This design comes from an exercise in tuning for small area on the open sky130 flow, not from production work. No functional check of the RTL was part of any run shown here. Power figures rest on the tool's default switching activity, not on a simulated workload.

### design/flow/design.v
`timescale 1ns/10ps
module fir(data_out, out_enable, data_in, sample_enable, coef_enable, error, clk, reset);
	output [15:0] data_out;
	output out_enable;
	output error;
	input [7:0] data_in;
	input sample_enable;
	input coef_enable;
	input clk;
	input reset;
	localparam S_RESET  = 3'd0;
	localparam S_C0     = 3'd1;
	localparam S_C1     = 3'd2;
	localparam S_C4     = 3'd5;
	localparam S_FILTER = 3'd6;
	localparam S_ERROR  = 3'd7;
	reg [2:0] state;
	reg primed;
	reg [7:0] c0, c1, c2, c3, c4;
	reg [7:0] x1n, x2n, x3n, x4n;
	wire ce = coef_enable;
	wire se = sample_enable;
	wire st_reset  = (state == S_RESET);
	wire st_filter = (state == S_FILTER);
	wire st_error  = (state == S_ERROR);
	wire st_coeff  = (state != S_RESET) && (state <= S_C4);
	wire st_c0     = (state == S_C0);
	wire read_coef = ce & ~se & ~st_error;
	wire read_samp = se & ~ce & (st_filter | st_c0);
	assign out_enable = st_filter | (st_c0 & ~ce & se);
	assign error = st_error | (st_reset & se) | (st_coeff & ce & se) |
	               (st_coeff & ~st_c0 & ~ce) | (st_filter & ce & se);
	reg [2:0] nstate;
	always @(*) begin
		nstate = state;
		if (error) nstate = S_ERROR;
		else if (read_coef) nstate = !st_coeff ? S_C1 : (state == S_C4 ? S_C0 : state + 3'd1);
		else if (st_c0) nstate = S_FILTER;
	end
	always @(posedge clk or negedge reset)
		if (~reset) begin
			state <= S_RESET;
			primed <= 1'b0;
		end else begin
			state <= nstate;
			if (st_c0 & ~ce) primed <= 1'b1;
		end
	always @(posedge clk)
		if (read_samp | ~primed) begin
			x1n <= read_samp ? ~data_in : 8'hff;
			x2n <= x1n; x3n <= x2n; x4n <= x3n;
		end
	always @(posedge clk)
		if (read_coef) begin
			c0 <= data_in; c1 <= c0; c2 <= c1; c3 <= c2; c4 <= c3;
		end
	wire s0;
	wire k0;
	wire s1;
	wire k1;
	wire s2;
	wire k2;
	wire s3;
	wire k3;
	wire s4;
	wire k4;
	wire s5;
	wire k5;
	wire s6;
	wire k6;
	wire s7;
	wire k7;
	wire e8;
	wire e9;
	wire e10;
	wire p11;
	wire p12;
	wire p14;
	wire p16;
	wire p18;
	wire p20;
	wire p22;
	wire p24;
	wire p26;
	wire p27;
	wire e28;
	wire e29;
	wire e30;
	wire p31;
	wire p32;
	wire p34;
	wire p36;
	wire p38;
	wire p40;
	wire p42;
	wire p44;
	wire p46;
	wire p47;
	wire e48;
	wire e49;
	wire e50;
	wire p51;
	wire p52;
	wire p54;
	wire p56;
	wire p58;
	wire p60;
	wire p62;
	wire p64;
	wire p66;
	wire p67;
	wire e68;
	wire e69;
	wire e70;
	wire p71;
	wire p72;
	wire p74;
	wire p76;
	wire p78;
	wire p80;
	wire p82;
	wire p84;
	wire p86;
	wire p87;
	wire s88;
	wire k88;
	wire s89;
	wire k89;
	wire s90;
	wire k90;
	wire s91;
	wire k91;
	wire s92;
	wire k92;
	wire s93;
	wire k93;
	wire s94;
	wire k94;
	wire s95;
	wire k95;
	wire e96;
	wire e97;
	wire e98;
	wire p99;
	wire p100;
	wire p102;
	wire p104;
	wire p106;
	wire p108;
	wire p110;
	wire p112;
	wire p114;
	wire p115;
	wire e116;
	wire e117;
	wire e118;
	wire p119;
	wire p120;
	wire p122;
	wire p124;
	wire p126;
	wire p128;
	wire p130;
	wire p132;
	wire p134;
	wire p135;
	wire e136;
	wire e137;
	wire e138;
	wire p139;
	wire p140;
	wire p142;
	wire p144;
	wire p146;
	wire p148;
	wire p150;
	wire p152;
	wire p154;
	wire p155;
	wire e156;
	wire e157;
	wire e158;
	wire p159;
	wire p160;
	wire p162;
	wire p164;
	wire p166;
	wire p168;
	wire p170;
	wire p172;
	wire p174;
	wire p175;
	wire s176;
	wire k176;
	wire s177;
	wire k177;
	wire s178;
	wire k178;
	wire s179;
	wire k179;
	wire s180;
	wire k180;
	wire s181;
	wire k181;
	wire s182;
	wire k182;
	wire s183;
	wire k183;
	wire e184;
	wire e185;
	wire e186;
	wire p187;
	wire p188;
	wire p190;
	wire p192;
	wire p194;
	wire p196;
	wire p198;
	wire p200;
	wire p202;
	wire p203;
	wire e204;
	wire e205;
	wire e206;
	wire p207;
	wire p208;
	wire p210;
	wire p212;
	wire p214;
	wire p216;
	wire p218;
	wire p220;
	wire p222;
	wire p223;
	wire e224;
	wire e225;
	wire e226;
	wire p227;
	wire p228;
	wire p230;
	wire p232;
	wire p234;
	wire p236;
	wire p238;
	wire p240;
	wire p242;
	wire p243;
	wire e244;
	wire e245;
	wire e246;
	wire p247;
	wire p248;
	wire p250;
	wire p252;
	wire p254;
	wire p256;
	wire p258;
	wire p260;
	wire p262;
	wire p263;
	wire s264;
	wire k264;
	wire s265;
	wire k265;
	wire s266;
	wire k266;
	wire s267;
	wire k267;
	wire s268;
	wire k268;
	wire s269;
	wire k269;
	wire s270;
	wire k270;
	wire s271;
	wire k271;
	wire e272;
	wire e273;
	wire e274;
	wire p275;
	wire p276;
	wire p278;
	wire p280;
	wire p282;
	wire p284;
	wire p286;
	wire p288;
	wire p290;
	wire p291;
	wire e292;
	wire e293;
	wire e294;
	wire p295;
	wire p296;
	wire p298;
	wire p300;
	wire p302;
	wire p304;
	wire p306;
	wire p308;
	wire p310;
	wire p311;
	wire e312;
	wire e313;
	wire e314;
	wire p315;
	wire p316;
	wire p318;
	wire p320;
	wire p322;
	wire p324;
	wire p326;
	wire p328;
	wire p330;
	wire p331;
	wire e332;
	wire e333;
	wire e334;
	wire p335;
	wire p336;
	wire p338;
	wire p340;
	wire p342;
	wire p344;
	wire p346;
	wire p348;
	wire p350;
	wire p351;
	wire s352;
	wire k352;
	wire s353;
	wire k353;
	wire s354;
	wire k354;
	wire s355;
	wire k355;
	wire s356;
	wire k356;
	wire s357;
	wire k357;
	wire s358;
	wire k358;
	wire s359;
	wire k359;
	wire e360;
	wire e361;
	wire e362;
	wire p363;
	wire p364;
	wire p366;
	wire p368;
	wire p370;
	wire p372;
	wire p374;
	wire p376;
	wire p378;
	wire p379;
	wire e380;
	wire e381;
	wire e382;
	wire p383;
	wire p384;
	wire p386;
	wire p388;
	wire p390;
	wire p392;
	wire p394;
	wire p396;
	wire p398;
	wire p399;
	wire e400;
	wire e401;
	wire e402;
	wire p403;
	wire p404;
	wire p406;
	wire p408;
	wire p410;
	wire p412;
	wire p414;
	wire p416;
	wire p418;
	wire p419;
	wire e420;
	wire e421;
	wire e422;
	wire p423;
	wire p424;
	wire p426;
	wire p428;
	wire p430;
	wire p432;
	wire p434;
	wire p436;
	wire p438;
	wire p439;
	wire s440;
	wire k440;
	wire s441;
	wire k441;
	wire s442;
	wire k442;
	wire s443;
	wire k443;
	wire s444;
	wire k444;
	wire s445;
	wire k445;
	wire s446;
	wire k446;
	wire s447;
	wire k447;
	wire s448;
	wire k448;
	wire s449;
	wire k449;
	wire s450;
	wire k450;
	wire s451;
	wire k451;
	wire s452;
	wire k452;
	wire s453;
	wire k453;
	wire s454;
	wire k454;
	wire s455;
	wire k455;
	wire s456;
	wire k456;
	wire s457;
	wire k457;
	wire s458;
	wire k458;
	wire s459;
	wire k459;
	wire s460;
	wire k460;
	wire s461;
	wire k461;
	wire s462;
	wire k462;
	wire s463;
	wire k463;
	wire s464;
	wire k464;
	wire s465;
	wire k465;
	wire s466;
	wire k466;
	wire s467;
	wire k467;
	wire s468;
	wire k468;
	wire s469;
	wire k469;
	wire s470;
	wire k470;
	wire s471;
	wire k471;
	wire s472;
	wire k472;
	wire s473;
	wire k473;
	wire s474;
	wire k474;
	wire s475;
	wire k475;
	wire s476;
	wire k476;
	wire s477;
	wire k477;
	wire s478;
	wire k478;
	wire s479;
	wire k479;
	wire s480;
	wire k480;
	wire s481;
	wire k481;
	wire s482;
	wire k482;
	wire s483;
	wire k483;
	wire s484;
	wire k484;
	wire s485;
	wire k485;
	wire s486;
	wire k486;
	wire s487;
	wire k487;
	wire s488;
	wire k488;
	wire s489;
	wire k489;
	wire s490;
	wire k490;
	wire s491;
	wire k491;
	wire s492;
	wire k492;
	wire s493;
	wire k493;
	wire s494;
	wire k494;
	wire s495;
	wire k495;
	wire s496;
	wire k496;
	wire s497;
	wire k497;
	wire s498;
	wire k498;
	wire s499;
	wire k499;
	wire s500;
	wire k500;
	wire s501;
	wire k501;
	wire s502;
	wire k502;
	wire s503;
	wire k503;
	wire s504;
	wire k504;
	wire s505;
	wire k505;
	wire s506;
	wire k506;
	wire s507;
	wire k507;
	wire s508;
	wire k508;
	wire s509;
	wire k509;
	wire s510;
	wire k510;
	wire s511;
	wire k511;
	wire s512;
	wire k512;
	wire s513;
	wire k513;
	wire s514;
	wire k514;
	wire s515;
	wire k515;
	wire s516;
	wire k516;
	wire s517;
	wire k517;
	wire s518;
	wire k518;
	wire s519;
	wire k519;
	wire s520;
	wire k520;
	wire s521;
	wire k521;
	wire s522;
	wire k522;
	wire s523;
	wire k523;
	wire s524;
	wire k524;
	wire s525;
	wire k525;
	wire s526;
	wire k526;
	wire s527;
	wire k527;
	wire s528;
	wire k528;
	wire s529;
	wire k529;
	wire s530;
	wire k530;
	wire s531;
	wire k531;
	wire s532;
	wire k532;
	wire s533;
	wire k533;
	wire s534;
	wire k534;
	wire s535;
	wire k535;
	wire s536;
	wire k536;
	wire s537;
	wire k537;
	wire s538;
	wire k538;
	wire s539;
	wire k539;
	wire s540;
	wire k540;
	wire s541;
	wire k541;
	wire s542;
	wire k542;
	wire s543;
	wire k543;
	wire s544;
	wire k544;
	wire s545;
	wire k545;
	wire s546;
	wire k546;
	wire s547;
	wire k547;
	wire s548;
	wire k548;
	wire s549;
	wire k549;
	wire s550;
	wire k550;
	wire s551;
	wire k551;
	wire s552;
	wire k552;
	wire s553;
	wire k553;
	wire s554;
	wire k554;
	wire s555;
	wire k555;
	wire s556;
	wire k556;
	wire s557;
	wire k557;
	wire s558;
	wire k558;
	wire s559;
	wire k559;
	wire s560;
	wire k560;
	wire s561;
	wire k561;
	wire s562;
	wire k562;
	wire s563;
	wire k563;
	wire s564;
	wire k564;
	wire s565;
	wire k565;
	wire s566;
	wire k566;
	wire s567;
	wire k567;
	wire s568;
	wire k568;
	wire s569;
	wire k569;
	wire s570;
	wire k570;
	wire s571;
	wire k571;
	wire s572;
	wire k572;
	wire s573;
	wire k573;
	wire s574;
	wire k574;
	wire s575;
	wire k575;
	wire s576;
	wire k576;
	wire s577;
	wire k577;
	wire s578;
	wire k578;
	wire s579;
	wire k579;
	wire s580;
	wire k580;
	wire s581;
	wire k581;
	wire s582;
	wire k582;
	wire s583;
	wire k583;
	wire s584;
	wire k584;
	wire s585;
	wire k585;
	wire s586;
	wire k586;
	wire s587;
	wire k587;
	wire s588;
	wire k588;
	wire s589;
	wire k589;
	wire s590;
	wire k590;
	wire s591;
	wire k591;
	wire s592;
	wire k592;
	wire s593;
	wire k593;
	wire s594;
	wire k594;
	wire s595;
	wire k595;
	wire s596;
	wire k596;
	wire s597;
	wire k597;
	wire s598;
	wire k598;
	wire s599;
	wire k599;
	wire s600;
	wire k600;
	wire s601;
	wire k601;
	wire s602;
	wire k602;
	wire s603;
	wire k603;
	wire s604;
	wire k604;
	wire s605;
	wire k605;
	wire s606;
	wire k606;
	wire s607;
	wire k607;
	wire s608;
	wire k608;
	wire s609;
	wire k609;
	wire s610;
	wire k610;
	wire s611;
	wire k611;
	wire s612;
	wire k612;
	wire s613;
	wire k613;
	wire s614;
	wire k614;
	wire s615;
	wire k615;
	wire s616;
	wire k616;
	wire s617;
	wire k617;
	wire s618;
	wire k618;
	wire s619;
	wire k619;
	wire s620;
	wire k620;
	wire s621;
	wire k621;
	wire s622;
	wire k622;
	wire s623;
	wire k623;
	wire s624;
	wire k624;
	wire o625;
	wire o626;
	wire o627;
	wire o628;
	wire o629;
	wire o630;
	wire o631;
	wire o632;
	wire o633;
	wire o634;
	wire o635;
	wire o636;
	wire o637;
	wire o638;
	wire o639;
	wire o640;
	wire o641;
	wire o642;
	wire r643;
	wire o644;
	wire r645;
	wire o646;
	fir_ha u0 (c4[1], c4[0], s0, k0);
	fir_fa u1 (c4[2], c4[1], k0, s1, k1);
	fir_fa u2 (c4[3], c4[2], k1, s2, k2);
	fir_fa u3 (c4[4], c4[3], k2, s3, k3);
	fir_fa u4 (c4[5], c4[4], k3, s4, k4);
	fir_fa u5 (c4[6], c4[5], k4, s5, k5);
	fir_fa u6 (c4[7], c4[6], k5, s6, k6);
	fir_ha u7 (c4[7], k6, s7, k7);
	assign e8 = (data_in[0]) & ~(data_in[1]);
	assign e9 = ~(data_in[0]) & (data_in[1]);
	assign e10 = (data_in[0]) & (data_in[1]);
	assign p11 = ~(c4[0] & (data_in[0]));
	fir_sel3 u13 (p12, e8, c4[1], e9, c4[0], e10, s0);
	fir_sel3 u15 (p14, e8, c4[2], e9, c4[1], e10, s1);
	fir_sel3 u17 (p16, e8, c4[3], e9, c4[2], e10, s2);
	fir_sel3 u19 (p18, e8, c4[4], e9, c4[3], e10, s3);
	fir_sel3 u21 (p20, e8, c4[5], e9, c4[4], e10, s4);
	fir_sel3 u23 (p22, e8, c4[6], e9, c4[5], e10, s5);
	fir_sel3 u25 (p24, e8, c4[7], e9, c4[6], e10, s6);
	assign p26 = ~((e9 & c4[7]) | (e10 & s7));
	assign p27 = ~((e10 & k7));
	assign e28 = (data_in[2]) & ~(data_in[3]);
	assign e29 = ~(data_in[2]) & (data_in[3]);
	assign e30 = (data_in[2]) & (data_in[3]);
	assign p31 = ~(c4[0] & (data_in[2]));
	fir_sel3 u33 (p32, e28, c4[1], e29, c4[0], e30, s0);
	fir_sel3 u35 (p34, e28, c4[2], e29, c4[1], e30, s1);
	fir_sel3 u37 (p36, e28, c4[3], e29, c4[2], e30, s2);
	fir_sel3 u39 (p38, e28, c4[4], e29, c4[3], e30, s3);
	fir_sel3 u41 (p40, e28, c4[5], e29, c4[4], e30, s4);
	fir_sel3 u43 (p42, e28, c4[6], e29, c4[5], e30, s5);
	fir_sel3 u45 (p44, e28, c4[7], e29, c4[6], e30, s6);
	assign p46 = ~((e29 & c4[7]) | (e30 & s7));
	assign p47 = ~((e30 & k7));
	assign e48 = (data_in[4]) & ~(data_in[5]);
	assign e49 = ~(data_in[4]) & (data_in[5]);
	assign e50 = (data_in[4]) & (data_in[5]);
	assign p51 = ~(c4[0] & (data_in[4]));
	fir_sel3 u53 (p52, e48, c4[1], e49, c4[0], e50, s0);
	fir_sel3 u55 (p54, e48, c4[2], e49, c4[1], e50, s1);
	fir_sel3 u57 (p56, e48, c4[3], e49, c4[2], e50, s2);
	fir_sel3 u59 (p58, e48, c4[4], e49, c4[3], e50, s3);
	fir_sel3 u61 (p60, e48, c4[5], e49, c4[4], e50, s4);
	fir_sel3 u63 (p62, e48, c4[6], e49, c4[5], e50, s5);
	fir_sel3 u65 (p64, e48, c4[7], e49, c4[6], e50, s6);
	assign p66 = ~((e49 & c4[7]) | (e50 & s7));
	assign p67 = ~((e50 & k7));
	assign e68 = (data_in[6]) & ~(data_in[7]);
	assign e69 = ~(data_in[6]) & (data_in[7]);
	assign e70 = (data_in[6]) & (data_in[7]);
	assign p71 = ~(c4[0] & (data_in[6]));
	fir_sel3 u73 (p72, e68, c4[1], e69, c4[0], e70, s0);
	fir_sel3 u75 (p74, e68, c4[2], e69, c4[1], e70, s1);
	fir_sel3 u77 (p76, e68, c4[3], e69, c4[2], e70, s2);
	fir_sel3 u79 (p78, e68, c4[4], e69, c4[3], e70, s3);
	fir_sel3 u81 (p80, e68, c4[5], e69, c4[4], e70, s4);
	fir_sel3 u83 (p82, e68, c4[6], e69, c4[5], e70, s5);
	fir_sel3 u85 (p84, e68, c4[7], e69, c4[6], e70, s6);
	assign p86 = ~((e69 & c4[7]) | (e70 & s7));
	assign p87 = ~((e70 & k7));
	fir_ha u88 (c3[1], c3[0], s88, k88);
	fir_fa u89 (c3[2], c3[1], k88, s89, k89);
	fir_fa u90 (c3[3], c3[2], k89, s90, k90);
	fir_fa u91 (c3[4], c3[3], k90, s91, k91);
	fir_fa u92 (c3[5], c3[4], k91, s92, k92);
	fir_fa u93 (c3[6], c3[5], k92, s93, k93);
	fir_fa u94 (c3[7], c3[6], k93, s94, k94);
	fir_ha u95 (c3[7], k94, s95, k95);
	assign e96 = (~x1n[0]) & ~(~x1n[1]);
	assign e97 = ~(~x1n[0]) & (~x1n[1]);
	assign e98 = (~x1n[0]) & (~x1n[1]);
	assign p99 = ~(c3[0] & (~x1n[0]));
	fir_sel3 u101 (p100, e96, c3[1], e97, c3[0], e98, s88);
	fir_sel3 u103 (p102, e96, c3[2], e97, c3[1], e98, s89);
	fir_sel3 u105 (p104, e96, c3[3], e97, c3[2], e98, s90);
	fir_sel3 u107 (p106, e96, c3[4], e97, c3[3], e98, s91);
	fir_sel3 u109 (p108, e96, c3[5], e97, c3[4], e98, s92);
	fir_sel3 u111 (p110, e96, c3[6], e97, c3[5], e98, s93);
	fir_sel3 u113 (p112, e96, c3[7], e97, c3[6], e98, s94);
	assign p114 = ~((e97 & c3[7]) | (e98 & s95));
	assign p115 = ~((e98 & k95));
	assign e116 = (~x1n[2]) & ~(~x1n[3]);
	assign e117 = ~(~x1n[2]) & (~x1n[3]);
	assign e118 = (~x1n[2]) & (~x1n[3]);
	assign p119 = ~(c3[0] & (~x1n[2]));
	fir_sel3 u121 (p120, e116, c3[1], e117, c3[0], e118, s88);
	fir_sel3 u123 (p122, e116, c3[2], e117, c3[1], e118, s89);
	fir_sel3 u125 (p124, e116, c3[3], e117, c3[2], e118, s90);
	fir_sel3 u127 (p126, e116, c3[4], e117, c3[3], e118, s91);
	fir_sel3 u129 (p128, e116, c3[5], e117, c3[4], e118, s92);
	fir_sel3 u131 (p130, e116, c3[6], e117, c3[5], e118, s93);
	fir_sel3 u133 (p132, e116, c3[7], e117, c3[6], e118, s94);
	assign p134 = ~((e117 & c3[7]) | (e118 & s95));
	assign p135 = ~((e118 & k95));
	assign e136 = (~x1n[4]) & ~(~x1n[5]);
	assign e137 = ~(~x1n[4]) & (~x1n[5]);
	assign e138 = (~x1n[4]) & (~x1n[5]);
	assign p139 = ~(c3[0] & (~x1n[4]));
	fir_sel3 u141 (p140, e136, c3[1], e137, c3[0], e138, s88);
	fir_sel3 u143 (p142, e136, c3[2], e137, c3[1], e138, s89);
	fir_sel3 u145 (p144, e136, c3[3], e137, c3[2], e138, s90);
	fir_sel3 u147 (p146, e136, c3[4], e137, c3[3], e138, s91);
	fir_sel3 u149 (p148, e136, c3[5], e137, c3[4], e138, s92);
	fir_sel3 u151 (p150, e136, c3[6], e137, c3[5], e138, s93);
	fir_sel3 u153 (p152, e136, c3[7], e137, c3[6], e138, s94);
	assign p154 = ~((e137 & c3[7]) | (e138 & s95));
	assign p155 = ~((e138 & k95));
	assign e156 = (~x1n[6]) & ~(~x1n[7]);
	assign e157 = ~(~x1n[6]) & (~x1n[7]);
	assign e158 = (~x1n[6]) & (~x1n[7]);
	assign p159 = ~(c3[0] & (~x1n[6]));
	fir_sel3 u161 (p160, e156, c3[1], e157, c3[0], e158, s88);
	fir_sel3 u163 (p162, e156, c3[2], e157, c3[1], e158, s89);
	fir_sel3 u165 (p164, e156, c3[3], e157, c3[2], e158, s90);
	fir_sel3 u167 (p166, e156, c3[4], e157, c3[3], e158, s91);
	fir_sel3 u169 (p168, e156, c3[5], e157, c3[4], e158, s92);
	fir_sel3 u171 (p170, e156, c3[6], e157, c3[5], e158, s93);
	fir_sel3 u173 (p172, e156, c3[7], e157, c3[6], e158, s94);
	assign p174 = ~((e157 & c3[7]) | (e158 & s95));
	assign p175 = ~((e158 & k95));
	fir_ha u176 (c2[1], c2[0], s176, k176);
	fir_fa u177 (c2[2], c2[1], k176, s177, k177);
	fir_fa u178 (c2[3], c2[2], k177, s178, k178);
	fir_fa u179 (c2[4], c2[3], k178, s179, k179);
	fir_fa u180 (c2[5], c2[4], k179, s180, k180);
	fir_fa u181 (c2[6], c2[5], k180, s181, k181);
	fir_fa u182 (c2[7], c2[6], k181, s182, k182);
	fir_ha u183 (c2[7], k182, s183, k183);
	assign e184 = (~x2n[0]) & ~(~x2n[1]);
	assign e185 = ~(~x2n[0]) & (~x2n[1]);
	assign e186 = (~x2n[0]) & (~x2n[1]);
	assign p187 = ~(c2[0] & (~x2n[0]));
	fir_sel3 u189 (p188, e184, c2[1], e185, c2[0], e186, s176);
	fir_sel3 u191 (p190, e184, c2[2], e185, c2[1], e186, s177);
	fir_sel3 u193 (p192, e184, c2[3], e185, c2[2], e186, s178);
	fir_sel3 u195 (p194, e184, c2[4], e185, c2[3], e186, s179);
	fir_sel3 u197 (p196, e184, c2[5], e185, c2[4], e186, s180);
	fir_sel3 u199 (p198, e184, c2[6], e185, c2[5], e186, s181);
	fir_sel3 u201 (p200, e184, c2[7], e185, c2[6], e186, s182);
	assign p202 = ~((e185 & c2[7]) | (e186 & s183));
	assign p203 = ~((e186 & k183));
	assign e204 = (~x2n[2]) & ~(~x2n[3]);
	assign e205 = ~(~x2n[2]) & (~x2n[3]);
	assign e206 = (~x2n[2]) & (~x2n[3]);
	assign p207 = ~(c2[0] & (~x2n[2]));
	fir_sel3 u209 (p208, e204, c2[1], e205, c2[0], e206, s176);
	fir_sel3 u211 (p210, e204, c2[2], e205, c2[1], e206, s177);
	fir_sel3 u213 (p212, e204, c2[3], e205, c2[2], e206, s178);
	fir_sel3 u215 (p214, e204, c2[4], e205, c2[3], e206, s179);
	fir_sel3 u217 (p216, e204, c2[5], e205, c2[4], e206, s180);
	fir_sel3 u219 (p218, e204, c2[6], e205, c2[5], e206, s181);
	fir_sel3 u221 (p220, e204, c2[7], e205, c2[6], e206, s182);
	assign p222 = ~((e205 & c2[7]) | (e206 & s183));
	assign p223 = ~((e206 & k183));
	assign e224 = (~x2n[4]) & ~(~x2n[5]);
	assign e225 = ~(~x2n[4]) & (~x2n[5]);
	assign e226 = (~x2n[4]) & (~x2n[5]);
	assign p227 = ~(c2[0] & (~x2n[4]));
	fir_sel3 u229 (p228, e224, c2[1], e225, c2[0], e226, s176);
	fir_sel3 u231 (p230, e224, c2[2], e225, c2[1], e226, s177);
	fir_sel3 u233 (p232, e224, c2[3], e225, c2[2], e226, s178);
	fir_sel3 u235 (p234, e224, c2[4], e225, c2[3], e226, s179);
	fir_sel3 u237 (p236, e224, c2[5], e225, c2[4], e226, s180);
	fir_sel3 u239 (p238, e224, c2[6], e225, c2[5], e226, s181);
	fir_sel3 u241 (p240, e224, c2[7], e225, c2[6], e226, s182);
	assign p242 = ~((e225 & c2[7]) | (e226 & s183));
	assign p243 = ~((e226 & k183));
	assign e244 = (~x2n[6]) & ~(~x2n[7]);
	assign e245 = ~(~x2n[6]) & (~x2n[7]);
	assign e246 = (~x2n[6]) & (~x2n[7]);
	assign p247 = ~(c2[0] & (~x2n[6]));
	fir_sel3 u249 (p248, e244, c2[1], e245, c2[0], e246, s176);
	fir_sel3 u251 (p250, e244, c2[2], e245, c2[1], e246, s177);
	fir_sel3 u253 (p252, e244, c2[3], e245, c2[2], e246, s178);
	fir_sel3 u255 (p254, e244, c2[4], e245, c2[3], e246, s179);
	fir_sel3 u257 (p256, e244, c2[5], e245, c2[4], e246, s180);
	fir_sel3 u259 (p258, e244, c2[6], e245, c2[5], e246, s181);
	fir_sel3 u261 (p260, e244, c2[7], e245, c2[6], e246, s182);
	assign p262 = ~((e245 & c2[7]) | (e246 & s183));
	assign p263 = ~((e246 & k183));
	fir_ha u264 (c1[1], c1[0], s264, k264);
	fir_fa u265 (c1[2], c1[1], k264, s265, k265);
	fir_fa u266 (c1[3], c1[2], k265, s266, k266);
	fir_fa u267 (c1[4], c1[3], k266, s267, k267);
	fir_fa u268 (c1[5], c1[4], k267, s268, k268);
	fir_fa u269 (c1[6], c1[5], k268, s269, k269);
	fir_fa u270 (c1[7], c1[6], k269, s270, k270);
	fir_ha u271 (c1[7], k270, s271, k271);
	assign e272 = (~x3n[0]) & ~(~x3n[1]);
	assign e273 = ~(~x3n[0]) & (~x3n[1]);
	assign e274 = (~x3n[0]) & (~x3n[1]);
	assign p275 = ~(c1[0] & (~x3n[0]));
	fir_sel3 u277 (p276, e272, c1[1], e273, c1[0], e274, s264);
	fir_sel3 u279 (p278, e272, c1[2], e273, c1[1], e274, s265);
	fir_sel3 u281 (p280, e272, c1[3], e273, c1[2], e274, s266);
	fir_sel3 u283 (p282, e272, c1[4], e273, c1[3], e274, s267);
	fir_sel3 u285 (p284, e272, c1[5], e273, c1[4], e274, s268);
	fir_sel3 u287 (p286, e272, c1[6], e273, c1[5], e274, s269);
	fir_sel3 u289 (p288, e272, c1[7], e273, c1[6], e274, s270);
	assign p290 = ~((e273 & c1[7]) | (e274 & s271));
	assign p291 = ~((e274 & k271));
	assign e292 = (~x3n[2]) & ~(~x3n[3]);
	assign e293 = ~(~x3n[2]) & (~x3n[3]);
	assign e294 = (~x3n[2]) & (~x3n[3]);
	assign p295 = ~(c1[0] & (~x3n[2]));
	fir_sel3 u297 (p296, e292, c1[1], e293, c1[0], e294, s264);
	fir_sel3 u299 (p298, e292, c1[2], e293, c1[1], e294, s265);
	fir_sel3 u301 (p300, e292, c1[3], e293, c1[2], e294, s266);
	fir_sel3 u303 (p302, e292, c1[4], e293, c1[3], e294, s267);
	fir_sel3 u305 (p304, e292, c1[5], e293, c1[4], e294, s268);
	fir_sel3 u307 (p306, e292, c1[6], e293, c1[5], e294, s269);
	fir_sel3 u309 (p308, e292, c1[7], e293, c1[6], e294, s270);
	assign p310 = ~((e293 & c1[7]) | (e294 & s271));
	assign p311 = ~((e294 & k271));
	assign e312 = (~x3n[4]) & ~(~x3n[5]);
	assign e313 = ~(~x3n[4]) & (~x3n[5]);
	assign e314 = (~x3n[4]) & (~x3n[5]);
	assign p315 = ~(c1[0] & (~x3n[4]));
	fir_sel3 u317 (p316, e312, c1[1], e313, c1[0], e314, s264);
	fir_sel3 u319 (p318, e312, c1[2], e313, c1[1], e314, s265);
	fir_sel3 u321 (p320, e312, c1[3], e313, c1[2], e314, s266);
	fir_sel3 u323 (p322, e312, c1[4], e313, c1[3], e314, s267);
	fir_sel3 u325 (p324, e312, c1[5], e313, c1[4], e314, s268);
	fir_sel3 u327 (p326, e312, c1[6], e313, c1[5], e314, s269);
	fir_sel3 u329 (p328, e312, c1[7], e313, c1[6], e314, s270);
	assign p330 = ~((e313 & c1[7]) | (e314 & s271));
	assign p331 = ~((e314 & k271));
	assign e332 = (~x3n[6]) & ~(~x3n[7]);
	assign e333 = ~(~x3n[6]) & (~x3n[7]);
	assign e334 = (~x3n[6]) & (~x3n[7]);
	assign p335 = ~(c1[0] & (~x3n[6]));
	fir_sel3 u337 (p336, e332, c1[1], e333, c1[0], e334, s264);
	fir_sel3 u339 (p338, e332, c1[2], e333, c1[1], e334, s265);
	fir_sel3 u341 (p340, e332, c1[3], e333, c1[2], e334, s266);
	fir_sel3 u343 (p342, e332, c1[4], e333, c1[3], e334, s267);
	fir_sel3 u345 (p344, e332, c1[5], e333, c1[4], e334, s268);
	fir_sel3 u347 (p346, e332, c1[6], e333, c1[5], e334, s269);
	fir_sel3 u349 (p348, e332, c1[7], e333, c1[6], e334, s270);
	assign p350 = ~((e333 & c1[7]) | (e334 & s271));
	assign p351 = ~((e334 & k271));
	fir_ha u352 (c0[1], c0[0], s352, k352);
	fir_fa u353 (c0[2], c0[1], k352, s353, k353);
	fir_fa u354 (c0[3], c0[2], k353, s354, k354);
	fir_fa u355 (c0[4], c0[3], k354, s355, k355);
	fir_fa u356 (c0[5], c0[4], k355, s356, k356);
	fir_fa u357 (c0[6], c0[5], k356, s357, k357);
	fir_fa u358 (c0[7], c0[6], k357, s358, k358);
	fir_ha u359 (c0[7], k358, s359, k359);
	assign e360 = (~x4n[0]) & ~(~x4n[1]);
	assign e361 = ~(~x4n[0]) & (~x4n[1]);
	assign e362 = (~x4n[0]) & (~x4n[1]);
	assign p363 = ~(c0[0] & (~x4n[0]));
	fir_sel3 u365 (p364, e360, c0[1], e361, c0[0], e362, s352);
	fir_sel3 u367 (p366, e360, c0[2], e361, c0[1], e362, s353);
	fir_sel3 u369 (p368, e360, c0[3], e361, c0[2], e362, s354);
	fir_sel3 u371 (p370, e360, c0[4], e361, c0[3], e362, s355);
	fir_sel3 u373 (p372, e360, c0[5], e361, c0[4], e362, s356);
	fir_sel3 u375 (p374, e360, c0[6], e361, c0[5], e362, s357);
	fir_sel3 u377 (p376, e360, c0[7], e361, c0[6], e362, s358);
	assign p378 = ~((e361 & c0[7]) | (e362 & s359));
	assign p379 = ~((e362 & k359));
	assign e380 = (~x4n[2]) & ~(~x4n[3]);
	assign e381 = ~(~x4n[2]) & (~x4n[3]);
	assign e382 = (~x4n[2]) & (~x4n[3]);
	assign p383 = ~(c0[0] & (~x4n[2]));
	fir_sel3 u385 (p384, e380, c0[1], e381, c0[0], e382, s352);
	fir_sel3 u387 (p386, e380, c0[2], e381, c0[1], e382, s353);
	fir_sel3 u389 (p388, e380, c0[3], e381, c0[2], e382, s354);
	fir_sel3 u391 (p390, e380, c0[4], e381, c0[3], e382, s355);
	fir_sel3 u393 (p392, e380, c0[5], e381, c0[4], e382, s356);
	fir_sel3 u395 (p394, e380, c0[6], e381, c0[5], e382, s357);
	fir_sel3 u397 (p396, e380, c0[7], e381, c0[6], e382, s358);
	assign p398 = ~((e381 & c0[7]) | (e382 & s359));
	assign p399 = ~((e382 & k359));
	assign e400 = (~x4n[4]) & ~(~x4n[5]);
	assign e401 = ~(~x4n[4]) & (~x4n[5]);
	assign e402 = (~x4n[4]) & (~x4n[5]);
	assign p403 = ~(c0[0] & (~x4n[4]));
	fir_sel3 u405 (p404, e400, c0[1], e401, c0[0], e402, s352);
	fir_sel3 u407 (p406, e400, c0[2], e401, c0[1], e402, s353);
	fir_sel3 u409 (p408, e400, c0[3], e401, c0[2], e402, s354);
	fir_sel3 u411 (p410, e400, c0[4], e401, c0[3], e402, s355);
	fir_sel3 u413 (p412, e400, c0[5], e401, c0[4], e402, s356);
	fir_sel3 u415 (p414, e400, c0[6], e401, c0[5], e402, s357);
	fir_sel3 u417 (p416, e400, c0[7], e401, c0[6], e402, s358);
	assign p418 = ~((e401 & c0[7]) | (e402 & s359));
	assign p419 = ~((e402 & k359));
	assign e420 = (~x4n[6]) & ~(~x4n[7]);
	assign e421 = ~(~x4n[6]) & (~x4n[7]);
	assign e422 = (~x4n[6]) & (~x4n[7]);
	assign p423 = ~(c0[0] & (~x4n[6]));
	fir_sel3 u425 (p424, e420, c0[1], e421, c0[0], e422, s352);
	fir_sel3 u427 (p426, e420, c0[2], e421, c0[1], e422, s353);
	fir_sel3 u429 (p428, e420, c0[3], e421, c0[2], e422, s354);
	fir_sel3 u431 (p430, e420, c0[4], e421, c0[3], e422, s355);
	fir_sel3 u433 (p432, e420, c0[5], e421, c0[4], e422, s356);
	fir_sel3 u435 (p434, e420, c0[6], e421, c0[5], e422, s357);
	fir_sel3 u437 (p436, e420, c0[7], e421, c0[6], e422, s358);
	assign p438 = ~((e421 & c0[7]) | (e422 & s359));
	assign p439 = ~((e422 & k359));
	fir_fa u440 (p187, p275, p363, s440, k440);
	fir_fa u441 (p99, s440, p11, s441, k441);
	fir_fa u442 (p100, p188, p276, s442, k442);
	fir_fa u443 (p364, k440, s442, s443, k443);
	fir_fa u444 (s443, p12, k441, s444, k444);
	fir_fa u445 (p119, p207, p295, s445, k445);
	fir_fa u446 (p383, p102, p190, s446, k446);
	fir_fa u447 (p278, p366, k442, s447, k447);
	fir_fa u448 (s445, s446, s447, s448, k448);
	fir_fa u449 (k443, s448, p14, s449, k449);
	fir_fa u450 (p31, s449, k444, s450, k450);
	fir_fa u451 (p120, p208, p296, s451, k451);
	fir_fa u452 (p384, k445, s451, s452, k452);
	fir_fa u453 (p104, p192, p280, s453, k453);
	fir_fa u454 (p368, k446, k447, s454, k454);
	fir_fa u455 (s452, s453, k448, s455, k455);
	fir_fa u456 (s454, s455, p16, s456, k456);
	fir_fa u457 (p32, k449, s456, s457, k457);
	fir_fa u458 (s457, k450, 1'b1, s458, k458);
	fir_fa u459 (p139, p227, p315, s459, k459);
	fir_fa u460 (p403, p122, p210, s460, k460);
	fir_fa u461 (p298, p386, k451, s461, k461);
	fir_fa u462 (s459, s460, s461, s462, k462);
	fir_fa u463 (k452, p106, p194, s463, k463);
	fir_fa u464 (p282, p370, k453, s464, k464);
	fir_fa u465 (k454, s462, s463, s465, k465);
	fir_fa u466 (s464, k455, p18, s466, k466);
	fir_fa u467 (p34, p51, s465, s467, k467);
	fir_fa u468 (k456, s466, s467, s468, k468);
	fir_fa u469 (k457, s468, k458, s469, k469);
	fir_fa u470 (p140, p228, p316, s470, k470);
	fir_fa u471 (p404, k459, s470, s471, k471);
	fir_fa u472 (p124, p212, p300, s472, k472);
	fir_fa u473 (p388, k460, k461, s473, k473);
	fir_fa u474 (s471, s472, k462, s474, k474);
	fir_fa u475 (s473, p108, p196, s475, k475);
	fir_fa u476 (p284, p372, k463, s476, k476);
	fir_fa u477 (k464, s474, p20, s477, k477);
	fir_fa u478 (p36, p52, k465, s478, k478);
	fir_fa u479 (s475, s476, k466, s479, k479);
	fir_fa u480 (s477, s478, k467, s480, k480);
	fir_fa u481 (s479, k468, s480, s481, k481);
	fir_fa u482 (s481, k469, 1'b1, s482, k482);
	fir_fa u483 (p159, p247, p335, s483, k483);
	fir_fa u484 (p423, p142, p230, s484, k484);
	fir_fa u485 (p318, p406, k470, s485, k485);
	fir_fa u486 (s483, s484, s485, s486, k486);
	fir_fa u487 (k471, p126, p214, s487, k487);
	fir_fa u488 (p302, p390, k472, s488, k488);
	fir_fa u489 (k473, s486, s487, s489, k489);
	fir_fa u490 (s488, k474, p38, s490, k490);
	fir_fa u491 (p54, p71, p110, s491, k491);
	fir_fa u492 (p198, p22, p286, s492, k492);
	fir_fa u493 (p374, k475, k476, s493, k493);
	fir_fa u494 (s489, k477, s490, s494, k494);
	fir_fa u495 (s491, k478, s492, s495, k495);
	fir_fa u496 (s493, k479, s494, s496, k496);
	fir_fa u497 (k480, s495, s496, s497, k497);
	fir_fa u498 (k481, s497, k482, s498, k498);
	fir_fa u499 (p160, p248, p336, s499, k499);
	fir_fa u500 (p424, k483, s499, s500, k500);
	fir_fa u501 (p144, p232, p320, s501, k501);
	fir_fa u502 (p408, k484, k485, s502, k502);
	fir_fa u503 (s500, s501, k486, s503, k503);
	fir_fa u504 (s502, p128, p216, s504, k504);
	fir_fa u505 (p304, p392, k487, s505, k505);
	fir_fa u506 (k488, s503, p40, s506, k506);
	fir_fa u507 (p56, p72, k489, s507, k507);
	fir_fa u508 (s504, s505, k490, s508, k508);
	fir_fa u509 (p112, p200, p24, s509, k509);
	fir_fa u510 (p288, p376, k491, s510, k510);
	fir_fa u511 (s506, k492, k493, s511, k511);
	fir_fa u512 (s507, k494, s508, s512, k512);
	fir_fa u513 (s509, s510, k495, s513, k513);
	fir_fa u514 (s511, k496, s512, s514, k514);
	fir_fa u515 (s513, k497, s514, s515, k515);
	fir_fa u516 (s515, k498, 1'b1, s516, k516);
	fir_fa u517 (p162, p250, p338, s517, k517);
	fir_fa u518 (p426, k499, s517, s518, k518);
	fir_fa u519 (k500, p146, p234, s519, k519);
	fir_fa u520 (p322, p410, k501, s520, k520);
	fir_fa u521 (k502, s518, s519, s521, k521);
	fir_fa u522 (s520, k503, p58, s522, k522);
	fir_fa u523 (p74, p130, p218, s523, k523);
	fir_fa u524 (p306, p394, p42, s524, k524);
	fir_fa u525 (k504, k505, s521, s525, k525);
	fir_fa u526 (k506, s522, k507, s526, k526);
	fir_fa u527 (s523, s524, p114, s527, k527);
	fir_fa u528 (p202, p26, p290, s528, k528);
	fir_fa u529 (p378, s525, k508, s529, k529);
	fir_fa u530 (k509, k510, k511, s530, k530);
	fir_fa u531 (s526, s527, s528, s531, k531);
	fir_fa u532 (s529, k512, s530, s532, k532);
	fir_fa u533 (k513, s531, k514, s533, k533);
	fir_fa u534 (s532, s533, k515, s534, k534);
	fir_fa u535 (s534, k516, 1'b1, s535, k535);
	fir_fa u536 (p164, p252, p340, s536, k536);
	fir_fa u537 (p428, k517, k518, s537, k537);
	fir_fa u538 (s536, p148, p236, s538, k538);
	fir_fa u539 (p324, p412, k519, s539, k539);
	fir_fa u540 (k520, s537, p60, s540, k540);
	fir_fa u541 (p76, k521, s538, s541, k541);
	fir_fa u542 (s539, k522, p132, s542, k542);
	fir_fa u543 (p220, p308, p396, s543, k543);
	fir_fa u544 (p44, s540, k523, s544, k544);
	fir_fa u545 (k524, p115, p203, s545, k545);
	fir_fa u546 (p27, p291, p379, s546, k546);
	fir_fa u547 (k525, s541, s542, s547, k547);
	fir_fa u548 (s543, k526, s544, s548, k548);
	fir_fa u549 (k527, k528, s545, s549, k549);
	fir_fa u550 (s546, k529, k530, s550, k550);
	fir_fa u551 (s547, s548, k531, s551, k551);
	fir_fa u552 (s549, s550, k532, s552, k552);
	fir_fa u553 (s551, k533, s552, s553, k553);
	fir_fa u554 (k534, s553, k535, s554, k554);
	fir_fa u555 (p166, p254, p342, s555, k555);
	fir_fa u556 (p430, k536, k537, s556, k556);
	fir_fa u557 (s555, p78, p150, s557, k557);
	fir_fa u558 (p238, p326, p414, s558, k558);
	fir_fa u559 (p62, k538, k539, s559, k559);
	fir_fa u560 (s556, k540, s557, s560, k560);
	fir_fa u561 (s558, k541, s559, s561, k561);
	fir_fa u562 (p134, p222, p310, s562, k562);
	fir_fa u563 (p398, p46, k542, s563, k563);
	fir_fa u564 (k543, k544, s560, s564, k564);
	fir_fa u565 (k545, k546, s561, s565, k565);
	fir_fa u566 (s562, s563, k547, s566, k566);
	fir_fa u567 (k548, s564, k549, s567, k567);
	fir_fa u568 (s565, k550, s566, s568, k568);
	fir_fa u569 (k551, s567, k552, s569, k569);
	fir_fa u570 (s568, s569, k553, s570, k570);
	fir_fa u571 (s570, k554, 1'b1, s571, k571);
	fir_fa u572 (p168, p256, p344, s572, k572);
	fir_fa u573 (p432, k555, p80, s573, k573);
	fir_fa u574 (k556, s572, p152, s574, k574);
	fir_fa u575 (p240, p328, p416, s575, k575);
	fir_fa u576 (p64, k557, s573, s576, k576);
	fir_fa u577 (k558, k559, p135, s577, k577);
	fir_fa u578 (p223, p311, p399, s578, k578);
	fir_fa u579 (p47, s574, k560, s579, k579);
	fir_fa u580 (s575, s576, k561, s580, k580);
	fir_fa u581 (s577, k562, s578, s581, k581);
	fir_fa u582 (k563, k564, s579, s582, k582);
	fir_fa u583 (s580, k565, s581, s583, k583);
	fir_fa u584 (k566, s582, k567, s584, k584);
	fir_fa u585 (s583, k568, s584, s585, k585);
	fir_fa u586 (k569, s585, k570, s586, k586);
	fir_fa u587 (s586, k571, 1'b1, s587, k587);
	fir_fa u588 (p170, p258, p346, s588, k588);
	fir_fa u589 (p434, p82, k572, s589, k589);
	fir_fa u590 (k573, s588, s589, s590, k590);
	fir_fa u591 (p154, p242, p330, s591, k591);
	fir_fa u592 (p418, p66, k574, s592, k592);
	fir_fa u593 (k575, k576, k577, s593, k593);
	fir_fa u594 (k578, s590, s591, s594, k594);
	fir_fa u595 (s592, k579, s593, s595, k595);
	fir_fa u596 (k580, k581, s594, s596, k596);
	fir_fa u597 (k582, s595, k583, s597, k597);
	fir_fa u598 (s596, k584, s597, s598, k598);
	fir_fa u599 (k585, s598, k586, s599, k599);
	fir_fa u600 (p172, p260, p348, s600, k600);
	fir_fa u601 (p436, p84, k588, s601, k601);
	fir_fa u602 (k589, p155, p243, s602, k602);
	fir_fa u603 (p331, p419, p67, s603, k603);
	fir_fa u604 (s600, s601, k590, s604, k604);
	fir_fa u605 (k591, s602, s603, s605, k605);
	fir_fa u606 (k592, k593, s604, s606, k606);
	fir_fa u607 (k594, s605, k595, s607, k607);
	fir_fa u608 (s606, k596, s607, s608, k608);
	fir_fa u609 (k597, s608, k598, s609, k609);
	fir_fa u610 (s609, k599, 1'b1, s610, k610);
	fir_fa u611 (p174, p262, p350, s611, k611);
	fir_fa u612 (p438, p86, k600, s612, k612);
	fir_fa u613 (k601, k602, k603, s613, k613);
	fir_fa u614 (s611, s612, k604, s614, k614);
	fir_fa u615 (k605, s613, s614, s615, k615);
	fir_fa u616 (k606, k607, s615, s616, k616);
	fir_fa u617 (k608, s616, k609, s617, k617);
	fir_fa u618 (s617, k610, 1'b1, s618, k618);
	fir_fa u619 (p175, p263, p351, s619, k619);
	fir_fa u620 (p439, p87, k611, s620, k620);
	fir_fa u621 (s619, k612, k613, s621, k621);
	fir_fa u622 (s620, k614, s621, s622, k622);
	fir_fa u623 (k615, s622, k616, s623, k623);
	fir_fa u624 (s623, k617, k618, s624, k624);
	assign o625 = ~s441;
	assign o626 = ~s444;
	assign o627 = ~s450;
	assign o628 = ~s458;
	assign o629 = ~s469;
	assign o630 = ~s482;
	assign o631 = ~s498;
	assign o632 = ~s516;
	assign o633 = ~s535;
	assign o634 = ~s554;
	assign o635 = ~s571;
	assign o636 = ~s587;
	assign o637 = ~s599;
	assign o638 = ~s610;
	assign o639 = ~s618;
	assign o640 = ~s624;
	assign o641 = o637 ^ ~k587;
	assign o642 = o638 ^ (~k587 & o637);
	assign r643 = o637 & o638;
	assign o644 = o639 ^ (~k587 & r643);
	assign r645 = r643 & o639;
	assign o646 = o640 ^ (~k587 & r645);
	assign data_out = {o646, o644, o642, o641, o636, o635, o634, o633, o632, o631, o630, o629, o628, o627, o626, o625};
endmodule
module fir_fa(input a, input b, input c, output s, output co);
	assign s = a ^ b ^ c;
	assign co = (a & b) | (c & (a ^ b));
endmodule
module fir_sel3(output y, input s1, input a1, input s2, input a2, input s3, input a3);
	assign y = ~((s1 & a1) | (s2 & a2) | (s3 & a3));
endmodule
module fir_ha(input a, input b, output s, output co);
	assign s = a ^ b;
	assign co = a & b;
endmodule
### design/flow/flow/run.sh
#!/bin/bash
# The standard layout, with smaller port buffers and a clock tree built
# from small clock buffers without dummy balancing loads.
set -uo pipefail
bash standard.sh \
  "BUFFER_PORTS_ARGS=-buffer_cell sky130_fd_sc_hd__buf_1" \
  "CTS_ARGS=-sink_clustering_enable -repair_clock_nets -buf_list sky130_fd_sc_hd__clkbuf_4 -root_buf sky130_fd_sc_hd__clkbuf_8 -dont_use_dummy_load" \
  finish > standard_make.log 2>&1
### design/flow/standard.sh
#!/bin/bash
# synth_recipe.tcl (not shown) runs the flow's synth.tcl, then flattens the netlist and writes it again
# the make line also repeats each setting of config.mk as NAME=value (left out here)
make -C /OpenROAD-flow-scripts/flow DESIGN_CONFIG=/design/flow/config.mk WORK_HOME=/design/flow/orfs CLKGATE_MAP_FILE= SYNTH_SCRIPT=/design/flow/synth_recipe.tcl "${@:-finish}"
### design/flow/config.mk
export PLATFORM = sky130hd
export DESIGN_NAME = fir
export DESIGN_NICKNAME = fir
export VERILOG_FILES = /design/flow/design.v
export SDC_FILE = /design/flow/constraint.sdc
export NUM_CORES = 4
export LEC_CHECK = 0
export CAP_MARGIN = 20
export CORE_MARGIN = 2
export CORE_UTILIZATION = 40
export SLEW_MARGIN = 20
export SYNTH_HIERARCHICAL = 1
### design/flow/constraint.sdc
create_clock -name core_clock -period 12.0 [get_ports {clk}]
set_input_delay 2.4000 -clock core_clock [delete_from_list [all_inputs] [get_ports {clk}]]
set_output_delay 2.4000 -clock core_clock [all_outputs]
set_load 0.01 [all_outputs]
==> impl_metrics.tcl, run 1 <==
set metrics [dict create \
    holdBufCountCts 0 \
    ctsLongestPathBuffers 2 \
    critical-path-top-cell-by-count "fa_1" \
    ys_types 34 \
    total_power_uw 693 \
    cellLeakagePower_nw 2.62 \
    tritoncts_num_sinks 76 \
    critPathBufInv 2 \
    detail_route.drc_violations 0 \
    final_nets 971 \
    timing.final.max_slew_violations 0 \
    hold_viol_final 0 \
    post_drt_wl_per_cell_um 31.3 \
    firstDrtPassIters 17 \
    total_switching_power_uw 236 \
    synth_sequential_area_ratio 0.241 \
    synthesis.instances 659 \
    avgViaCountPerCell 6.95 \
    grt_use_met1 0.377 \
    via_count 7287 \
    post_route_cells_drive_above_1_share 0.105 \
    synthMostInstantiatedCell "fa_1" \
    initial_antenna_violation_count 0 \
    global_route.peak_usage_layer "met2" \
    report.final.setup_viol 0 \
    diodes 0 \
    p_int_uw 457 \
    tmin_final_ns 11.66 \
    starting_density_of_the_core 0.404 \
    grt_pass1_wl_um 48000 \
    placementRows 56 \
    clk_slew_on_worst_s_h_paths_ns 0.08 \
    grt_use_met3 0.0688 \
    floorplan.die_area_um2 24700 \
    setup_slack_ns 0.342 \
    core_area_um2 23300 \
    globalplace.congestion 1.05 \
    outcome "timing/DRC/antenna clean" \
    power.share.switching 0.340 \
    critical_path.max_stage_delay_ns 0.59 \
    h_tree_level_count 3 \
    skew_ns 0.0277 \
    gr-usage-met2 0.419 \
    timing.critical_path.fanout_max 10 \
    synth_flop_cell "edfxtp_1" \
    fmax_ghz 0.0858 \
    synth-edff-count 72 \
    maximum_vdd_ir_drop_mv 0.0657 \
    required_arrival_time_at_the_worst_endpoint_ns 9.60 \
    ff2ff_path_depth 5 \
    synthesized_flop_and_latch_total 76 \
    drv.max_cap_violation_count 0 \
    timing.hold.worst.class "reg2reg" \
    synth-async-reset-ratio 0.0526 \
    grt_start_max_net_pins 41 \
    routed_wirelength_um 32800 \
    ys_top_cells_by_area "fa_1, edfxtp_1, a222oi_1" \
    start_kind "flop" \
    grt_pass1_vias 7397 \
    portBuffers 29 \
    dp.final_hpwl_um 27000 \
    final.period_utilization 0.971 \
    slew-limit-headroom 0.514 \
    ant_nets 0 \
    ctsResizeCount 0 \
    hold_path_depth 1 \
    dr.first_iter.drc_count 2038 \
    synthDominantCellAreaShare 0.458 \
    path_cells "buf_4 > fa_1 > a222oi_1 > fa_1 > fa_1 > fa_1 > fa_1 > fa_1 > fa_1 > fa_1 > fa_1 > fa_1 > fa_1 > fa_1 > fa_1 > fa_1 > fa_1 > nor4_1 > xnor2_1 > buf_1" \
    critical_path.endpoint_type "output pin" \
    gr-total-overflow 0 \
    worst_path_dominant_cell_family "adder cells" \
    critical_path_type "reg2out" \
    worst_slew_pin_slew_ns 0.729 \
    die_width_um 157 \
    finalCoreUtilization 0.441 \
    power.clock.fraction 0.228 \
    ys_top_cells_by_count "fa_1, a222oi_1, edfxtp_1" \
    grt_use_total 0.274 \
    postSynthAreaPerCell_um2 14.3 \
    place_worst_setup_slack_ns 0.514 \
    setup_total_negative_slack_ns 0 \
    critical_path.slowest_cell "fa_1" \
    worstSetupPathDepth 20 \
    yosysWarnings 7 \
    syn_area_um2 9400 \
    share_seq_of_total_power 0.418 \
    numCtsBuffers 9 \
    worst-endpoint-arrival_ns 9.26 \
    cts-root-buf "clkbuf_8" \
    die_height_um 157 \
    top_level_ports 30 \
    worst_skew_pair.late_latency_ns 0.37 \
    setup_repair_after_global_routing_missed_its_margin "false" \
    cts_post_setup_buffers_inserted 0 \
    power.share.combinational 0.354 \
    power_density_normalized_to_cell_area_nw_per_um2 67.6 \
    syn2layout_area_growth_pct 9.11 \
    cts_tree "built" \
    synth_top_cell_by_area "fa_1" \
]
==> per-stage QoR <==
step	std cells	hold slack (ns)	area, um^2
2_1_floorplan	666	0.444	9420
3_3_place_gp	1040	0.467	10100
3_5_place_dp	1040	0.471	10100
4_1_cts	1049	0.491	10300
5_1_grt	1049	0.538	10300
6_report	1049	0.487	10300
==> modules after synthesis (local to each module, per instance) <==
module	cell area, um^2	times used
fir_ha	12.5	10
fir_sel3	10.0	140
fir_fa	20.0	215
fir	3560	1
==> power by group through the flow <==
| stage | registers, mW | clock network, mW | logic [mW] |
|---|---|---|---|
| floorplan | 0.295 | 0 | 0.240 |
| global placement | 0.295 | 0 | 0.244 |
| detailed placement | 0.295 | 0 | 0.252 |
| CTS | 0.290 | 0.163 | 0.253 |
| global route | 0.290 | 0.173 | 0.284 |
| finish | 0.290 | 0.158 | 0.245 |
==> worst register-to-register path, delay by kind of cell (launching register included) <==
kind | cells | cell delay [ns]
AND/OR/NAND/NOR | 3 | 0.67
buffers and inverters | 1 | 0.40
AO/OA/AOI/OAI | 1 | 0.53
flip-flops | 1 | 0.51
==> state kept, by name, summed over array words and instances (netlist names) <==
register,flops
c0,8
c1,8
c2,8
c3,8
c4,8
x1n,8
x2n,8
x3n,8
x4n,8
state,3
primed,1
==> logic make-up (layout without fill, tap and decap cells) <==
| logic type | Yosys count | count (layout) | synth area share |
|---|---|---|---|
| fa+ha+maj | 227 | 227 | 0.474 |
| compound gates | 154 | 154 | 0.160 |
| simple gates | 145 | 145 | 0.0810 |
| flops | 76 | 76 | 0.241 |
| buf+inv | 34 | 98 | 0.0201 |
| mux | 20 | 20 | 0.0218 |
| xor+xnor | 2 | 2 | 0.00186 |
| other cells | 1 | 8 | 0.000399 |
==> area by class of cell <==
cell class | count | area, um^2
clock buffer | 9 | 124
inverter | 17 | 63.8
multi-input combinational | 556 | 6970
fill | 2147 | 13000
tap | 319 | 399
sequential | 76 | 2260
timing repair buffer | 72 | 432
==> metal layers <==
| layer | vias up | wire length, um |
|---|---|---|
| li1 | 2769 | - |
| met1 | 3795 | 12100 |
| met2 | 630 | 14800 |
| met3 | 93 | 4400 |
| met4 | 0 | 1500 |
| met5 | - | 0 |
==> placed cells by master (no fill, tap or decap), types with 9 or more instances in the layout <==
| cell | n |
|---|---|
| mux2i_1 | 16 |
| nor2_1 | 20 |
| buf_4 | 43 |
| edfxtp_1 | 72 |
| buf_1 | 29 |
| or2_2 | 17 |
| a222oi_1 | 140 |
| clkbuf_8 | 9 |
| nor2b_1 | 40 |
| nand2_1 | 40 |
| nand2b_1 | 18 |
| ha_1 | 12 |
| fa_1 | 215 |
| inv_1 | 16 |
==> worst paths after layout <==
check	startpoint	end	slack (ns)
max	c3[1]	data_out[15]	0.34
max reg2reg	state[2]	x4n[2]	9.51
min reg2reg	primed	primed	0.49
min in group asynchronous	reset	state[2]	1.86
min	primed	primed	0.49
max in group asynchronous	reset	primed	9.95
==> inputs of run 2 (changes only) <==
--- a/design/flow/config.mk
+++ b/design/flow/config.mk
@@ -8,2 +8,4 @@
 export CAP_MARGIN = 20
+export CELL_PAD_IN_SITES_DETAIL_PLACEMENT = 1
+export CELL_PAD_IN_SITES_GLOBAL_PLACEMENT = 1
 export CORE_MARGIN = 2
==> impl_metrics.tcl, run 2 <==
set metrics [dict create \
    detail_route.drc_violations 0 \
    post_route_cells_drive_above_1_share 0.101 \
    ff2ff_path_depth 5 \
    final_nets 966 \
    setup_repair_after_global_routing_missed_its_margin "false" \
    worst_slew_pin_slew_ns 0.801 \
    cellLeakagePower_nw 2.59 \
    share_seq_of_total_power 0.412 \
    synth-xor-area-share 0.00186 \
    worst_path_dominant_cell_family "adder cells" \
    grt_pass1_wl_um 50700 \
    top_level_ports 30 \
    final.hold.worst_slack_ns 0.489 \
    yosysWarnings 7 \
    critical_path.max_stage_delay_ns 0.71 \
    ys_top_cells_by_area "fa_1, edfxtp_1, a222oi_1" \
    maximum_vdd_ir_drop_mv 0.0572 \
    slew-limit-headroom 0.466 \
    dr.first_iter.drc_count 1504 \
    critical_path_type "reg2out" \
    grt_pass1_vias 7528 \
    syn_area_um2 9400 \
    ctsLongestPathBuffers 2 \
    synthDominantCellAreaShare 0.458 \
    synth-edff-count 72 \
    die_height_um 157 \
    hold_path_depth 1 \
    starting_density_of_the_core 0.404 \
    cts-root-buf "clkbuf_8" \
    synth_flop_cell "edfxtp_1" \
    via_count 7069 \
    synth-async-reset-ratio 0.0526 \
    routed_wirelength_um 34300 \
    post_drt_wl_per_cell_um 32.8 \
    global_route.peak_usage_layer "met2" \
    diodes 0 \
    grt_use_met1 0.404 \
    power.clock.fraction 0.230 \
    timing.final.max_slew_violations 0 \
    dp.final_hpwl_um 28700 \
    dominant_combinational_cell_family_by_area_after_synthesis "adder cells" \
    power.share.combinational 0.358 \
    worst_skew_pair.late_latency_ns 0.38 \
    syn2layout_area_growth_pct 8.78 \
    postSynthAreaPerCell_um2 14.3 \
    globalplace.congestion 1.04 \
    ys_top_cells_by_count "fa_1, a222oi_1, edfxtp_1" \
    core_area_um2 23300 \
    worst-endpoint-arrival_ns 9.33 \
    grt_use_total 0.293 \
    gr-usage-met2 0.448 \
    worst_r2r_startpoint "state[2]" \
    cts_tree "built" \
    simple_gate_portion_of_the_synthesized_area 0.0810 \
    required_arrival_time_at_the_worst_endpoint_ns 9.60 \
    power_density_normalized_to_cell_area_nw_per_um2 68.8 \
    critical_path.endpoint_type "output pin" \
    h_tree_level_count 3 \
    report.final.setup_viol 0 \
    placementRows 56 \
    initial_antenna_violation_count 0 \
    critical-path-top-cell-by-count "fa_1" \
    path_cells "buf_4 > fa_1 > fa_1 > fa_1 > fa_1 > fa_1 > a222oi_1 > fa_1 > fa_1 > fa_1 > fa_1 > fa_1 > fa_1 > fa_1 > fa_1 > fa_1 > fa_1 > fa_1 > xnor2_1 > buf_1" \
    synthMostInstantiatedCell "fa_1" \
    gr-total-overflow 0 \
    ys_types 34 \
    synthesized_flop_and_latch_total 76 \
    hold_end "primed" \
    die_width_um 157 \
    regToRegSetupSlack_ns 9.39 \
    outcome "timing/DRC/antenna clean" \
    layout_commonest_cell "fa_1" \
    portBuffers 29 \
    endpoint_of_the_most_critical_register_to_register_path "x3n[3]" \
    setup_total_negative_slack_ns 0 \
    numCtsBuffers 9 \
    total_switching_power_uw 244 \
    multiInputGateArea_um2 6980 \
    synthesis.instances 659 \
    timing.hold.worst.class "reg2reg" \
    avgViaCountPerCell 6.77 \
    area.sequential_um2 2260 \
    final_cell_mix "fa_1, a222oi_1, edfxtp_1" \
    synth_top_cell_by_area "fa_1" \
    holdBufCountCts 0 \
    firstDrtPassIters 11 \
    mux_contribution_to_synthesized_area 0.0218 \
    start_kind "flop" \
    fmax_ghz 0.0853 \
    yosys.area_share.adder 0.474 \
    fillCellCount 2404 \
    clk_slew_on_worst_s_h_paths_ns 0.08 \
    final.period_utilization 0.977 \
    synth_compound_area_frac 0.160 \
    tmin_final_ns 11.73 \
    grt_start_max_net_pins 43 \
    hold_viol_final 0 \
    power.share.switching 0.347 \
    synth_sequential_area_ratio 0.241 \
    floorplan.die_area_um2 24700 \
    skew_ns 0.0156 \
    p_int_uw 459 \
    critPathBufInv 2 \
    critical_path.slowest_cell "a222oi_1" \
    tritoncts_num_sinks 76 \
    hp-start "primed" \
    timing.critical_path.fanout_max 10 \
    grt_use_met3 0.0578 \
    ant_nets 0 \
    drv.max_cap_violation_count 0 \
]
==> run 2: worst max-delay path by stage <==
| stage | startpoint | to | cells after the start |
|---|---|---|---|
| floorplan | c3[1] | data_out[15] | 20 |
| global placement | data_in[2] | data_out[15] | 17 |
| detailed placement | data_in[2] | data_out[15] | 17 |
| CTS | c3[1] | data_out[15] | 20 |
| global route | c3[1] | data_out[15] | 20 |
| finish | c3[1] | data_out[15] | 20 |
==> run 2: power by group through the flow <==
| stage | registers [mW] | clock network, mW | logic (mW) |
|---|---|---|---|
| 3_3_place_gp | 0.295 | 0 | 0.248 |
| 3_5_place_dp | 0.296 | 0 | 0.257 |
| 6_report | 0.290 | 0.162 | 0.252 |
| 5_1_grt | 0.290 | 0.175 | 0.294 |
| 2_1_floorplan | 0.295 | 0 | 0.240 |
| 4_1_cts | 0.290 | 0.167 | 0.258 |
==> run 2: cell type report <==
class,instances,area share
Inverter,17,0.00624
Timing Repair Buffer,67,0.0386
Sequential cell,76,0.221
Multi-Input combinational cell,556,0.683
Clock buffer,9,0.0121
Tap cell,319,0.0391
==> run 2: Yosys stat by module (local to each module, per instance) <==
module,copies in the design,cells inside,cell area [um^2]
fir,1,294,3560
fir_fa,215,1,20.0
fir_ha,10,1,12.5
fir_sel3,140,1,10.0
==> run 2: metal layers <==
metal,share of wire,vias to the layer above,wire length (um)
li1,-,2762,-
met5,0,-,0
met4,0.051,0,1730
met1,0.40,3767,13600
met2,0.46,460,15800
met3,0.089,80,3070
==> run 2: cell families (layout without fill, tap and decap cells) <==
logic type / after synthesis / in the layout
xor gates and xnor gates: 2 / 2
DFF: 76 / 76
and+or+nand+nor: 145 / 145
other: 1 / 8
muxes: 20 / 20
adders and majority gates: 227 / 227
buffers and inverters: 34 / 93
AOI/OAI and AO/OA: 154 / 154
==> run 2: stage by stage <==
stage               worst slack (ns)  total power, mW  instances  utilization  cell area, um^2
global route                 0.00804            0.759       1044        0.439            10200
finish                         0.271            0.703       1044        0.439            10200
global placement               0.481            0.543       1032        0.433            10100
CTS                            0.180            0.715       1041        0.438            10200
floorplan                       1.26            0.535        666            -             9420
detailed placement             0.367            0.552       1032        0.433            10100
==> run 2: repair_timing <==
action	CTS	global route
setup endpoints to repair	0	1
resized for setup	0	1
buffers inserted	0	3
==> run 2: worst register-to-register path, stage by stage, from the launching register on <==
cell,delay [ns]
dfrtp_1,0.54
nand2_1,0.15
or2_2,0.33
a21oi_2,0.60
nand2b_1,0.19
buf_4,0.41

what the ideal ports hide:
In the flow no input, the clock included, has a driving cell. The finished layouts below were timed again as built, in two steps.
Step 1 (the two cells are an assumption about what drives the block):
set clk [get_ports {clk}]
set_driving_cell -lib_cell sky130_fd_sc_hd__clkbuf_16 $clk
set_driving_cell -lib_cell sky130_fd_sc_hd__buf_2 [delete_from_list [all_inputs] $clk]
Step 2 also shifts input and output timing later by t, the mid clock arrival at the registers, as if the neighbouring blocks saw the same clock.
a / b / c = no drivers / after step 1 / after step 2; a / b = the first two.
| run | t (ns) | setup WS [ns] | pins driven straight from the clock port |
|---|---|---|---|
| run 1 | 0.398 | 0.342 / 0.304 / 0.447 | 1 |
| run 2 | 0.410 | 0.271 / 0.232 / 0.341 | 1 |
After both steps every run listed still meets setup and hold.
